Background: an optimization exercise with open tools, aiming at small area. Do not read the settings as production practice.
RTL that was checked went through simulation tests only; none was proved equivalent to the original.
The clock port is modelled as an ideal driver, which makes a skipped or thinned clock tree look cheaper than it is; a real chip needs a root buffer or a tree.
No activity file was given, so power comes from the tool's default toggle rates.

==> inputs of build 24 <==
==> flow/design.v <==
module All_Combined(
    input clock, reset,
    output hSync, vSync,
    output [3:0] vgaRed,
    output [3:0] vgaGreen,
    output [3:0] vgaBlue,
    input btnL,
    input btnR,
    input serve,
    input [9:0] serveX,
    input [9:0] serveY,
    input serveDirX,
    input serveDirY
    );
    function automatic ge10(input [9:0] a, input [9:0] c);
        integer i;
        reg r;
        begin
            r = 1'b1;
            for (i = 0; i < 10; i = i + 1)
                r = c[i] ? (a[i] & r) : (a[i] | r);
            ge10 = r;
        end
    endfunction
    function automatic le10(input [9:0] a, input [9:0] c);
        integer i;
        reg r;
        begin
            r = 1'b1;
            for (i = 0; i < 10; i = i + 1)
                r = c[i] ? (~a[i] | r) : (~a[i] & r);
            le10 = r;
        end
    endfunction
    function automatic near10(input [9:0] a, input [9:0] b);
        integer i;
        reg br;
        reg [9:0] d;
        begin
            br = 1'b0;
            for (i = 0; i < 10; i = i + 1) begin
                d[i] = a[i] ^ b[i] ^ br;
                br = (~a[i] & b[i]) | (~(a[i] ^ b[i]) & br);
            end
            near10 = ~br & ~|d[9:4] & ~(d[3] & (d[2] | d[1]));
        end
    endfunction
    reg [9:0] x, y;           
    wire xEnd = x[9] & x[8] & (&x[4:0]);           
    wire yEnd = y[9] & y[3] & y[1] & y[0];         
    wire [9:0] xInc, yInc;
    wire [10:0] xc, yc;
    assign xc[0] = 1'b1;
    assign yc[0] = 1'b1;
    genvar gi;
    generate for (gi = 0; gi < 10; gi = gi + 1) begin : inc
        assign xInc[gi] = x[gi] ^ xc[gi];
        assign yInc[gi] = y[gi] ^ yc[gi];
        assign xc[gi+1] = xc[gi] & x[gi];
        assign yc[gi+1] = yc[gi] & y[gi];
    end endgenerate
    always @(posedge clock or posedge reset)
        if (reset) begin
            x <= 0; y <= 0;
        end else begin
            x <= xEnd ? 10'd0 : xInc;
            if (xEnd) y <= yEnd ? 10'd0 : yInc;
        end
    wire x0 = ~|x;
    assign hSync = ge10(x, 689) & le10(x, 784);
    assign vSync = x0 ? (y == 512 || y == 513) : (y == 511 || y == 512);
    reg [9:0] ballX, ballY;
    reg vx, vy;               
    reg vyOn;                 
    reg gameOver;
    reg [4:0] brickOff;       
    reg [6:0] bar;            
    wire tick = x0 && (y == 481);
    wire [6:0] ph;
    wire [7:0] pb;
    assign pb[0] = 1'b0;
    generate for (gi = 0; gi < 7; gi = gi + 1) begin : padsub
        assign ph[gi] = ballX[gi+3] ^ bar[gi] ^ pb[gi];
        assign pb[gi+1] = (~ballX[gi+3] & bar[gi]) | (~(ballX[gi+3] ^ bar[gi]) & pb[gi]);
    end endgenerate
    wire ballFar = ge10(ballX, 1015);              
    wire pad = (~pb[7] & ~|ph[6:3] & ~&ph[2:0]) | ballFar;
    wire r1 = le10(ballX, 52);
    wire r2 = ge10(ballX, 621) & ~ballFar;
    wire r3 = le10(ballY, 42);
    wire yFar = ge10(ballY, 1015);
    wire r4 = ge10(ballY, 451) & ~yFar & pad;
    wire r5 = ge10(ballY, 461) & ~yFar;
    wire [10:0] cx, cy;
    assign cx[0] = tick;
    assign cy[0] = tick & vyOn;
    generate for (gi = 0; gi < 10; gi = gi + 1) begin : mv
        assign cx[gi+1] = cx[gi] & ~(ballX[gi] ^ vx);
        assign cy[gi+1] = cy[gi] & ~(ballY[gi] ^ vy);
    end endgenerate
    always @(posedge clock or posedge reset)
        if (reset) begin
            ballX <= 0; ballY <= 0; vyOn <= 0; gameOver <= 0;
        end else if (serve) begin
            ballX <= serveX; ballY <= serveY; vyOn <= 1; gameOver <= 0;
        end else begin
            ballX <= ballX ^ cx[9:0];
            ballY <= ballY ^ cy[9:0];
            if (!r1 && !r2 && (r3 || r4)) vyOn <= 1;
            if (!r1 && !r2 && !r3 && !r4 && r5) gameOver <= 1;
        end
    always @(posedge clock)
        if (serve) begin
            vx <= serveDirX; vy <= serveDirY;
        end else begin
            if (r1) vx <= 1;
            else if (r2) vx <= 0;
            else if (r3) vy <= 1;
            else if (r4) vy <= 0;
        end
    wire hitRow = le10(ballY, 61);
    wire [4:0] hit;
    assign hit[0] = hitRow & ((ge10(ballX, 61) & le10(ballX, 120)) | ballFar);
    assign hit[1] = hitRow & ge10(ballX, 181) & le10(ballX, 240);
    assign hit[2] = hitRow & ge10(ballX, 301) & le10(ballX, 360);
    assign hit[3] = hitRow & ge10(ballX, 421) & le10(ballX, 480);
    assign hit[4] = hitRow & ge10(ballX, 541) & le10(ballX, 600);
    always @(posedge clock or posedge reset)
        if (reset) brickOff <= 0;
        else brickOff <= brickOff | hit;
    wire barMax = bar[6] & bar[2] & bar[1] & bar[0];     
    wire barDn = btnL & |bar;
    wire barEn = tick & (barDn | (btnR & ~barMax));
    wire [7:0] cb;
    assign cb[0] = barEn;
    generate for (gi = 0; gi < 7; gi = gi + 1) begin : bmv
        assign cb[gi+1] = cb[gi] & (bar[gi] ^ barDn);
    end endgenerate
    always @(posedge clock or posedge reset)
        if (reset) bar <= 0;
        else bar <= bar ^ cb[6:0];
    wire border = (ge10(x, 42) & le10(x, 51) & ge10(y, 42) & le10(y, 471)) |
                  (ge10(x, 42) & le10(x, 631) & ((ge10(y, 32) & le10(y, 42)) | (ge10(y, 471) & le10(y, 480)))) |
                  (ge10(x, 631) & le10(x, 640) & ge10(y, 32) & le10(y, 480));
    wire brickRow = ge10(y, 52) & le10(y, 62);
    wire ng = ~gameOver;
    wire b1 = brickRow & ge10(x, 60) & le10(x, 130) & ~brickOff[0];
    wire b2 = brickRow & ge10(x, 180) & le10(x, 250) & ~brickOff[1];
    wire b3 = brickRow & ge10(x, 300) & le10(x, 370) & ~brickOff[2];
    wire b4 = brickRow & ge10(x, 420) & le10(x, 490) & ~brickOff[3];
    wire b5 = brickRow & ge10(x, 540) & le10(x, 610) & ~brickOff[4];
    wire ball = near10(x, ballX) & near10(y, ballY);
    wire [6:0] bd;
    wire [7:0] bbr;
    assign bbr[0] = 1'b0;
    generate for (gi = 0; gi < 7; gi = gi + 1) begin : barsub
        assign bd[gi] = x[gi+3] ^ bar[gi] ^ bbr[gi];
        assign bbr[gi+1] = (~x[gi+3] & bar[gi]) | (~(x[gi+3] ^ bar[gi]) & bbr[gi]);
    end endgenerate
    wire padl = ~bbr[7] & (~|bd[6:3] | (bd == 7'd8 & ~|x[2:0])) & ge10(y, 460) & le10(y, 465);
    wire cBorder = border;
    wire cObj = ~border & ng;
    wire cb1 = cObj & b1;
    wire cb2 = cObj & ~b1 & b2;
    wire cb3 = cObj & ~b1 & ~b2 & b3;
    wire cb4 = cObj & ~b1 & ~b2 & ~b3 & b4;
    wire cb5 = cObj & ~b1 & ~b2 & ~b3 & ~b4 & b5;
    wire cBall = cObj & ~b1 & ~b2 & ~b3 & ~b4 & ~b5 & ball;
    wire cBar = cObj & ~b1 & ~b2 & ~b3 & ~b4 & ~b5 & ~ball & padl;
    reg qR3;
    always @(posedge clock) qR3 <= cb1 | cb2 | cb5 | cBall | cBar;
    reg qR1;
    always @(posedge clock) qR1 <= cb4 | cb5 | cBall | cBar;
    reg qG1;
    always @(posedge clock) qG1 <= cBorder | cb1 | cBall;
    reg qG0;
    always @(posedge clock) qG0 <= cBorder | cb1 | cb2 | cb3 | cb4 | cb5 | cBall;
    wire R3 = qR3;
    wire R1 = qR1;
    wire G1 = qG1;
    wire G0 = qG0;
    wire R2 = (R3) | (~G1 & G0);
    wire R0 = (R3 & G1) | (R3 & ~G0) | (~R1 & ~G1 & G0);
    wire G3 = (~R3 & G0) | (R1) | (G1);
    wire G2 = ~((~R3 & ~R1 & ~G1) | (R3 & R1 & ~G1 & G0));
    wire B3 = (~R3 & R1) | (R3 & ~G1 & G0);
    wire B2 = (R3 & ~R1) | (R3 & ~G0);
    wire B0 = (~R3 & ~G1 & G0) | (R1 & ~G1 & G0);
    assign vgaRed = {R3, R2, R1, R0};
    assign vgaGreen = {G3, G2, G1, G0};
    assign vgaBlue = {B3, B2, 1'b0, B0};
endmodule
==> flow/flow/run.sh <==
#!/bin/bash
# Own layout flow: the standard ORFS flow (standard.sh) with three changes.
#  1. Synthesis: the standard flow's synthesis script, whose ORFS synth.tcl is swapped for a copy that
#     skips the full-adder extraction and maps with the area-oriented ABC script flow/area.abc.
#     Everything up to and including flip-flop mapping is unchanged, so the registers (names,
#     count, cell types) are those of the standard synthesis.
#  2. Port buffers: buf_1 instead of the default buffer cell (every port still gets one).
#  3. Clock tree: no dummy loads.
# Each tool's output goes to the ORFS logs under orfs/logs; make's own output to make.log.
set -euo pipefail
W=$(pwd)
F=$W/flow

sed "s#^source \$::env(SCRIPTS_DIR)/synth.tcl\$#source $W/synth_own.tcl#" synth_recipe.tcl > own_synth.tcl
grep -q "source $W/synth_own.tcl" own_synth.tcl

sed "s#^  log_cmd abc {\*}\$abc_args\$#  log_cmd abc -script $F/area.abc {*}\$lib_args {*}\$lib_dont_use_args#" \
  "$FLOW_HOME/scripts/synth.tcl" > synth_own.tcl
grep -q "area.abc" synth_own.tcl

sed "s#SYNTH_SCRIPT=[^ ]*#SYNTH_SCRIPT=$W/own_synth.tcl#" standard.sh > own_standard.sh
grep -q "SYNTH_SCRIPT=$W/own_synth.tcl" own_standard.sh

export ADDER_MAP_FILE=
export BUFFER_PORTS_ARGS="-buffer_cell sky130_fd_sc_hd__buf_1"
export CTS_ARGS="-repair_clock_nets -dont_use_dummy_load -buf_list sky130_fd_sc_hd__clkbuf_4"

bash own_standard.sh > make.log 2>&1
==> flow/flow/area.abc <==
strash
&get -n
&fraig -x
&put
scorr
dc2
strash
balance; rewrite; refactor; balance; rewrite; rewrite -z; balance; refactor -z; rewrite -z; balance
dc2
balance; rewrite; refactor; balance; rewrite; rewrite -z; balance; refactor -z; rewrite -z; balance
&get -n
&dch -f
&nf -R 1000
&put
==> flow/standard.sh <==
#!/bin/bash
# synth_recipe.tcl (not shown) runs the flow's synth.tcl, then flattens the netlist and writes it again
# the make line also repeats each setting of config.mk as NAME=value (left out here)
make -C /OpenROAD-flow-scripts/flow DESIGN_CONFIG=/design/flow/config.mk WORK_HOME=/design/flow/orfs CLKGATE_MAP_FILE= SYNTH_SCRIPT=/design/flow/synth_recipe.tcl "${@:-finish}"
==> flow/config.mk <==
export PLATFORM = sky130hd
export DESIGN_NAME = All_Combined
export DESIGN_NICKNAME = All_Combined
export VERILOG_FILES = /design/flow/design.v
export SDC_FILE = /design/flow/constraint.sdc
export NUM_CORES = 4
export LEC_CHECK = 0
export CAP_MARGIN = 20
export CORE_MARGIN = 2
export CORE_UTILIZATION = 40
export PLACE_DENSITY = 0.6
export SLEW_MARGIN = 20
==> flow/constraint.sdc <==
create_clock -name core_clock -period 10.0 [get_ports {clock}]
set_input_delay 2.0000 -clock core_clock [delete_from_list [all_inputs] [get_ports {clock}]]
set_output_delay 2.0000 -clock core_clock [all_outputs]
set_load 0.01 [all_outputs]
==> build 9: changes against build 24 <==
--- a/flow/design.v
+++ b/flow/design.v
@@ -65,8 +65,9 @@
         end else begin
-            x <= xEnd ? 10'd0 : xInc;
-            if (xEnd) y <= yEnd ? 10'd0 : yInc;
+            x <= {xInc[9:8] & ~{2{xEnd}}, xInc[7:6], xInc[5] & ~xEnd, xInc[4:0]};
+            if (xEnd) y <= {yInc[9] & ~yEnd, yInc[8:4], yInc[3:2] & ~{2{yEnd}}, yInc[1:0]};
         end
     wire x0 = ~|x;
-    assign hSync = ge10(x, 689) & le10(x, 784);
-    assign vSync = x0 ? (y == 512 || y == 513) : (y == 511 || y == 512);
+    assign hSync = ge10(x, 689) & ~(x[9] & x[8] & x[4] & |x[3:0]);
+    wire y512 = y[9] & ~|y[3:1];                   
+    assign vSync = x0 ? y512 : ((y512 & ~y[0]) | (~y[9] & &y[8:0]));
     reg [9:0] ballX, ballY;
@@ -111,11 +112,6 @@
         end
-    always @(posedge clock)
-        if (serve) begin
-            vx <= serveDirX; vy <= serveDirY;
-        end else begin
-            if (r1) vx <= 1;
-            else if (r2) vx <= 0;
-            else if (r3) vy <= 1;
-            else if (r4) vy <= 0;
-        end
+    always @(posedge clock) begin
+        vx <= serve ? serveDirX : (r1 | (~r2 & vx));
+        vy <= serve ? serveDirY : ((~r1 & ~r2 & r3) | (vy & (r1 | r2 | ~r4)));
+    end
     wire hitRow = le10(ballY, 61);
--- a/flow/flow/run.sh
+++ b/flow/flow/run.sh
@@ -7,3 +7,3 @@
 #  2. Port buffers: buf_1 instead of the default buffer cell (every port still gets one).
-#  3. Clock tree: no dummy loads.
+#  3. Clock tree: flow/cts_hook.tcl replaces the H-tree with one level of clock buffers.
 # Each tool's output goes to the ORFS logs under orfs/logs; make's own output to make.log.
@@ -25,3 +25,5 @@
 export BUFFER_PORTS_ARGS="-buffer_cell sky130_fd_sc_hd__buf_1"
-export CTS_ARGS="-repair_clock_nets -dont_use_dummy_load -buf_list sky130_fd_sc_hd__clkbuf_4"
+export PRE_CTS_TCL=$F/cts_hook.tcl
+export CTS_NBUF=4
+export CTS_BUFCELL=sky130_fd_sc_hd__clkbuf_8
 
--- a/flow/flow/area.abc
+++ b/flow/flow/area.abc
@@ -11,4 +11,6 @@
 &get -n
-&dch -f
-&nf -R 1000
+&deepsyn -T 60
 &put
+strash
+dch -f
+amap
==> flow/flow/cts_hook.tcl (new file) <==
rename clock_tree_synthesis my_unused_cts
proc my_bisect { sinks nparts axis } {
  if { $nparts <= 1 } { return [list $sinks] }
  set sorted [lsort -integer -index $axis $sinks]
  set half [expr {[llength $sorted] / 2}]
  set next [expr {1 - $axis}]
  return [concat [my_bisect [lrange $sorted 0 [expr {$half - 1}]] [expr {$nparts / 2}] $next] \
                 [my_bisect [lrange $sorted $half end] [expr {$nparts / 2}] $next]]
}
proc clock_tree_synthesis { args } {
  set nbuf $::env(CTS_NBUF)
  set cell $::env(CTS_BUFCELL)
  set block [ord::get_db_block]
  set master [[ord::get_db] findMaster $cell]
  set net [[$block findBTerm clock] getNet]
  set sinks {}
  foreach it [$net getITerms] {
    set box [[$it getInst] getBBox]
    lappend sinks [list [expr {([$box xMin] + [$box xMax]) / 2}] [expr {([$box yMin] + [$box yMax]) / 2}] $it]
  }
  puts "manual clock buffering: [llength $sinks] sinks, $nbuf x $cell"
  set b 0
  foreach group [my_bisect $sinks $nbuf 0] {
    set sx 0; set sy 0
    foreach s $group { incr sx [lindex $s 0]; incr sy [lindex $s 1] }
    set inst [odb::dbInst_create $block $master "clkbuf_leaf_$b"]
    set newnet [odb::dbNet_create $block "clknet_leaf_$b"]
    $newnet setSigType CLOCK
    foreach s $group {
      set it [lindex $s 2]
      $it disconnect
      $it connect $newnet
    }
    [$inst findITerm A] connect $net
    [$inst findITerm X] connect $newnet
    $inst setLocation [expr {$sx / [llength $group]}] [expr {$sy / [llength $group]}]
    $inst setPlacementStatus PLACED
    puts "  clkbuf_leaf_$b: [llength $group] sinks"
    incr b
  }
  $net setSigType CLOCK
  set_propagated_clock [all_clocks]
}
--- a/flow/config.mk
+++ b/flow/config.mk
@@ -9,4 +9,4 @@
 export CORE_MARGIN = 2
-export CORE_UTILIZATION = 40
-export PLACE_DENSITY = 0.6
+export CORE_UTILIZATION = 65
+export PLACE_DENSITY = 0.75
 export SLEW_MARGIN = 20
==> trial 86: changes against build 24 <==
--- a/flow/flow/area.abc
+++ b/flow/flow/area.abc
@@ -11,4 +11,6 @@
 &get -n
-&dch -f
-&nf -R 1000
+&deepsyn -T 60
 &put
+strash
+dch -f
+amap
--- a/flow/config.mk
+++ b/flow/config.mk
@@ -9,4 +9,4 @@
 export CORE_MARGIN = 2
-export CORE_UTILIZATION = 40
-export PLACE_DENSITY = 0.6
+export CORE_UTILIZATION = 65
+export PLACE_DENSITY = 0.75
 export SLEW_MARGIN = 20
==> impl_metrics.toml <==
[routing]
dr.first_iter.drc_count = 236

[outcome]
outcome = "timing/DRC/antenna clean"

[clock_tree]
cts_max_path_buffers = 2
cts_tree = "built"

[hold_path]
hold_path_end = "brickOff[2]"

[synth]
yosys-top-cells-area = "dfrtp_1 30%, xnor2_1 7.2%, a21oi_1 6.6%, nor2_1 5.7%, nand2_1 5.3%"

[layout]
antennaDiodeCount = 1

[timing]
final_period_minus_worst_setup_slack_ns = 4.82
The numbers above come from build 24.

==> impl_metrics.toml <==
[outcome]
outcome = "timing/DRC/antenna clean"

[floorplanning]
die_w_um = 84.6

[routing]
postRouteWirelength_um = 11400
dr.first_iter.drc_count = 590

[clock_tree]
worstSkewPairLatency_ns = 0.42
cts_max_path_buffers = 2

[layout]
layout_common_cells = "141 x nor2_1, 86 x clkinv_1, 62 x nand2_1"
n_fill_cell = 565

[synth]
yosys-top-cells-count = "141 x nor2_1, 87 x clkinv_1, 62 x nand2_1"
complex_gate_fraction_of_the_synthesized_area_pct = 27.6

[timing]
skew_ns = 0.0241
final_period_minus_worst_setup_slack_ns = 4.21
The numbers above come from trial 86.

==> impl_metrics.toml <==
[timing]
final_period_minus_worst_setup_slack_ns = 4.09

[layout]
antennaDiodeCount = 0

[worst_setup_path]
cp-endpoint = "vSync"

[power_and_ir_drop]
power_clock_uw = 101
power-per-cell-area_nw_per_um2 = 103
power.leakage_nw = 1.72

[routing]
dr.first_iter.drc_count = 555

[outcome]
outcome = "timing/DRC/antenna clean"

[clock_tree]
worstSkewPairLatency_ns = 0.16

[hold_path]
hold_path_end = "vyOn"
The numbers above come from build 9.

The RTL of build 9 was laid out without a check of its function. The clock cells of build 9 come from the design's own scripts or RTL, not from TritonCTS.

[afterwards: timing with drivers on the ports]
No port has a modelled driver above. Below, the same layouts with a new extraction and two added sets of constraints.
Step 1, drivers: a clkbuf_16 drives clock and a buf_2 each remaining input, both assumed.
Step 2 times the ports against the registers' clock, not the clock port: input delays grow and output delays shrink by t, the midpoint of the rising clock arrivals with the driver on.
a / b / c = ideal / step 1 / step 2; a / b = the first two.
run	t (ns)	setup slack, ns	worst data-port slew with drivers (ns)
build 24	0.465	5.183 / 5.152 / 5.025	0.03
build 9	0.222	5.910 / 5.843 / 5.899	0.03
trial 86	0.438	5.787 / 5.758 / 6.196	0.04
After both steps setup and hold are still met in every run listed. For build 24, which loses most, drivers alone change the setup slack by -0.031 ns; drivers and shift together by -0.158 ns.
